Context: an optimization exercise on an open-source flow, tuned for small area, a short achievable clock period and few clock cycles per item. The choices shown serve that exercise and are no tape-out recipe. At most, simulation tests tie the RTL to the original design; equivalence was not proved. No activity file was given, so power comes from the tool's default toggle rates.

==> job 4585 <==
==> flow/design.v (excerpt) <==
module multiplier #(
    parameter WIDTH = 32
)(
    input  logic                   clk,
    input  logic                   rst_n,
    input  logic                   start,
    input  logic [WIDTH-1:0]       a,
    input  logic [WIDTH-1:0]       b,
    output logic [2*WIDTH-1:0]     result,
    output logic                   done
);
clock: 5.0 ns
lec_check: 0
abc_area: 1
cap_margin: 20
core_margin: 2
core_utilization: 40
slew_margin: 20
synth_hierarchical: 1
synth_minimum_keep_size: 0
standard.sh (not shown) runs the stock make flow with config.mk's settings and CLKGATE_MAP_FILE= SYNTH_SCRIPT=/design/flow/synth_recipe.tcl, a recipe that flattens the netlist after the stock synthesis.
==> flow/flow/run.sh <==
#!/bin/bash
# The standard layout (the standard.sh, unchanged synthesis), except that
# the input and output ports are buffered with sky130_fd_sc_hd__buf_2 cells
# instead of the delay cells that buffer_ports picks by default.
set -o pipefail
export BUFFER_PORTS_ARGS="-buffer_cell sky130_fd_sc_hd__buf_2"
bash standard.sh > standard.log 2>&1
==> job 3536: changes against job 4585 <==
--- a/flow/config.mk
+++ b/flow/config.mk
@@ -11,2 +11,3 @@
 export CORE_UTILIZATION = 40
+export GPL_ROUTABILITY_DRIVEN = 0
 export SLEW_MARGIN = 20
==> results.txt <==
- Between job 3536 and job 4585, the lower non-clock buffer count is in job 3536 (gap 6).
- Sequential power is about the same in job 3536 and job 4585.
- Of job 4585 and job 3536, job 3536 has the higher wire length (gap about 1.8%, measured against job 3536).
- In synthesized cell count, job 4585 and job 3536 do not differ.
- Power is about the same in job 4585 and job 3536.
- Global-route usage: job 4585 is lower than job 3536 (0.41 points).
- In job 4585 the first-iteration DRC count is lower than in job 3536, by 15%.
- Synthesized area is the same in job 3536 and job 4585.
Testbench counts of job 4585, summed over its fixed seeds: cycles 1,280, items 1,280.
Testbench counts of job 3536, summed over its fixed seeds: cycles 1,280, items 1,280.


==> inputs of 08-03 <==
multiplier, a different RTL version from the one above (not shown whole).
clock: 5.0 ns
lec_check: 0
abc_area: 1
cap_margin: 20
core_margin: 2
core_utilization: 40
gpl_timing_driven: 0
slew_margin: 20
synth_hierarchical: 1
synth_minimum_keep_size: 0
Scripts as last shown in full above: flow/flow/run.sh
==> 11-23: changes against 08-03 <==
--- a/flow/design.v
+++ b/flow/design.v
@@ -577,13 +577,13 @@
   mul_fa s1_u275 (.x(s1_c259), .y(s1_c260), .z(s1_s271), .s(s1_s275), .c(s1_c275));
   wire s1_s276, s1_c276;
   mul_fa s1_u276 (.x(s1_s272), .y(s1_s273), .z(s1_c261), .s(s1_s276), .c(s1_c276));
   wire s1_s277, s1_c277;
   mul_fa s1_u277 (.x(s1_c262), .y(s1_s274), .z(s1_c263), .s(s1_s277), .c(s1_c277));
   wire s1_s278, s1_c278;
-  mul_fa s1_u278 (.x(s1_s275), .y(s1_c264), .z(s1_s276), .s(s1_s278), .c(s1_c278));
+  mul_fa s1_u278 (.x(s1_s275), .y(s1_s276), .z(s1_c264), .s(s1_s278), .c(s1_c278));
   wire s1_s279, s1_c279;
   mul_fa s1_u279 (.x((a[5] & b[31])), .y(bp[10][17]), .z(bp[11][15]), .s(s1_s279), .c(s1_c279));
   wire s1_s280, s1_c280;
   mul_fa s1_u280 (.x(bp[12][13]), .y(bp[13][11]), .z(bp[14][9]), .s(s1_s280), .c(s1_c280));
   wire s1_s281, s1_c281;
   mul_fa s1_u281 (.x(bp[15][7]), .y(bp[3][31]), .z(bp[4][29]), .s(s1_s281), .c(s1_c281));
@@ -773,13 +773,13 @@
   mul_fa s1_u373 (.x(s1_s368), .y(s1_s369), .z(s1_s370), .s(s1_s373), .c(s1_c373));
   wire s1_s374, s1_c374;
   mul_fa s1_u374 (.x(s1_c362), .y(s1_c363), .z(s1_s371), .s(s1_s374), .c(s1_c374));
   wire s1_s375, s1_c375;
   mul_fa s1_u375 (.x(s1_s372), .y(s1_s373), .z(s1_c364), .s(s1_s375), .c(s1_c375));
   wire s1_s376, s1_c376;
-  mul_fa s1_u376 (.x(s1_c365), .y(s1_s374), .z(s1_c366), .s(s1_s376), .c(s1_c376));
+  mul_fa s1_u376 (.x(s1_c365), .y(s1_s374), .z(s1_s375), .s(s1_s376), .c(s1_c376));
   wire s1_s377 = ~((a[14] & b[31]) ^ bp[10][26]);
   wire s1_c377 = (a[14] & b[31]) | bp[10][26];
   wire s1_s378, s1_c378;
   mul_fa s1_u378 (.x(bp[11][24]), .y(bp[12][22]), .z(bp[13][20]), .s(s1_s378), .c(s1_c378));
   wire s1_s379, s1_c379;
   mul_fa s1_u379 (.x(bp[14][18]), .y(bp[15][16]), .z(bp[7][32]), .s(s1_s379), .c(s1_c379));
@@ -807,13 +807,13 @@
   mul_fa s1_u390 (.x(s1_c379), .y(s1_s386), .z(s1_s387), .s(s1_s390), .c(s1_c390));
   wire s1_s391, s1_c391;
   mul_fa s1_u391 (.x(s1_s388), .y(s1_c380), .z(s1_c381), .s(s1_s391), .c(s1_c391));
   wire s1_s392, s1_c392;
   mul_fa s1_u392 (.x(s1_s389), .y(s1_s390), .z(s1_c382), .s(s1_s392), .c(s1_c392));
   wire s1_s393, s1_c393;
-  mul_fa s1_u393 (.x(s1_c383), .y(s1_s391), .z(s1_c384), .s(s1_s393), .c(s1_c393));
+  mul_fa s1_u393 (.x(s1_c383), .y(s1_s391), .z(s1_s392), .s(s1_s393), .c(s1_c393));
   wire s1_s394 = ~((a[16] & b[31]) ^ bp[10][28]);
   wire s1_c394 = (a[16] & b[31]) | bp[10][28];
   wire s1_s395, s1_c395;
   mul_fa s1_u395 (.x(bp[11][26]), .y(bp[12][24]), .z(bp[13][22]), .s(s1_s395), .c(s1_c395));
   wire s1_s396, s1_c396;
   mul_fa s1_u396 (.x(bp[14][20]), .y(bp[15][18]), .z(bp[8][32]), .s(s1_s396), .c(s1_c396));
@@ -1179,14 +1179,14 @@
       r35_3 <= s1_c252;
       r36_0 <= s1_s277;
       r36_1 <= s1_c265;
       r36_2 <= s1_s278;
       r37_0 <= s1_c277;
       r37_1 <= s1_s289;
-      r37_2 <= s1_s290;
-      r37_3 <= s1_c278;
+      r37_2 <= s1_c278;
+      r37_3 <= s1_s290;
       r38_0 <= s1_s301;
       r38_1 <= s1_c290;
       r38_2 <= s1_s302;
       r39_0 <= s1_c302;
       r39_1 <= s1_s314;
       r40_0 <= s1_c313;
@@ -1199,20 +1199,20 @@
       r42_1 <= s1_s347;
       r43_0 <= s1_s356;
       r43_1 <= s1_c347;
       r43_2 <= s1_s357;
       r44_0 <= s1_c357;
       r44_1 <= s1_s367;
-      r45_0 <= s1_s375;
-      r45_1 <= s1_s376;
-      r45_2 <= s1_c367;
+      r45_0 <= s1_c366;
+      r45_1 <= s1_c367;
+      r45_2 <= s1_s376;
       r46_0 <= s1_c376;
       r46_1 <= s1_s385;
-      r47_0 <= s1_s392;
-      r47_1 <= s1_s393;
-      r47_2 <= s1_c385;
+      r47_0 <= s1_c384;
+      r47_1 <= s1_c385;
+      r47_2 <= s1_s393;
       r48_0 <= s1_c393;
       r48_1 <= s1_s401;
       r49_0 <= s1_c400;
       r49_1 <= s1_s408;
       r49_2 <= s1_c401;
       r50_0 <= s1_c408;
@@ -1677,32 +1677,12 @@
     output logic s,
     output logic c
 );
   assign s = x ^ y ^ z;
   assign c = (x & y) | (x & z) | (y & z);
 endmodule
-module mul_faf (
-    input  logic x,
-    input  logic y,
-    input  logic z,
-    output logic s,
-    output logic c
-);
-  logic p;
-  mul_xor u_p (.x(x), .y(y), .s(p));
-  mul_xor u_s (.x(p), .y(z), .s(s));
-  mul_maj u_c (.x(x), .y(y), .z(z), .c(c));
-endmodule
-module mul_maj (
-    input  logic x,
-    input  logic y,
-    input  logic z,
-    output logic c
-);
-  assign c = (x & y) | (z & (x | y));
-endmodule
 module mul_xor (
     input  logic x,
     input  logic y,
     output logic s
 );
   assign s = x ^ y;
==> flow/run.sh (new file) <==
#!/bin/bash
# synth_recipe.tcl (not shown) runs the flow's synth.tcl, then flattens the netlist and writes it again
# the make line also repeats each setting of config.mk as NAME=value (left out here)
make -C /OpenROAD-flow-scripts/flow DESIGN_CONFIG=/design/flow/config.mk WORK_HOME=/design/flow/orfs CLKGATE_MAP_FILE= SYNTH_SCRIPT=/design/flow/synth_recipe.tcl finish
--- a/flow/config.mk
+++ b/flow/config.mk
@@ -6,10 +6,9 @@
 export NUM_CORES = 4
 export LEC_CHECK = 0
 export ABC_AREA = 1
 export CAP_MARGIN = 20
 export CORE_MARGIN = 2
 export CORE_UTILIZATION = 40
-export GPL_TIMING_DRIVEN = 0
 export SLEW_MARGIN = 20
 export SYNTH_HIERARCHICAL = 1
 export SYNTH_MINIMUM_KEEP_SIZE = 0
removed: flow/flow/run.sh
removed: flow/standard.sh
==> results.txt <==
In synthesized cell count, 11-23 and 08-03 do not differ. Count of clock-buffer cells in the layout is the same in 11-23 and 08-03. Die area is the same in 11-23 and 08-03. Between 11-23 and 08-03, the lower cell area is in 08-03 (gap about 8%, measured against 08-03). In flip-flop and latch count, 11-23 and 08-03 do not differ. 08-03 produced a layout that fails on negative setup slack. 11-23 finished clean.
Function was not checked in any run of this note: the RTL went through the layout flow alone.

[what the ideal ports hide]
No port has a modelled driver above. Below, the same layouts with a new extraction and two added sets of constraints.
Step 1 assumes that a clkbuf_16 drives the clock port and a buf_2 every other input.
Step 2 times the ports against the registers' clock, not the clock port: input delays grow and output delays shrink by t, the midpoint of the rising clock arrivals with the driver on.
Three values: no drivers, after step 1, after step 2; two values: the first two.
| run | shift t [ns] | slack for setup (ns) | latest minus earliest clock arrival (ns) | worst data-port slew with drivers (ns) |
|---|---|---|---|---|
| job 4585 | 0.542 | 0.191 / 0.130 / -0.066 | 0.015 / 0.015 | 0.17 |
| job 3536 | 0.561 | 0.092 / 0.029 / -0.009 | 0.028 / 0.027 | 0.19 |
| 08-03 | 0.548 | -0.084 / -0.044 / -0.593 | 0.023 / 0.023 | 0.08 |
| 11-23 | 0.565 | 0.099 / 0.036 / -0.377 | 0.018 / 0.018 | 0.08 |
Met with ideal ports but missed after step 2: setup timing in job 4585, job 3536 and 11-23. For 08-03, which loses most, drivers alone change the setup slack by +0.040 ns; drivers and shift together by -0.509 ns.
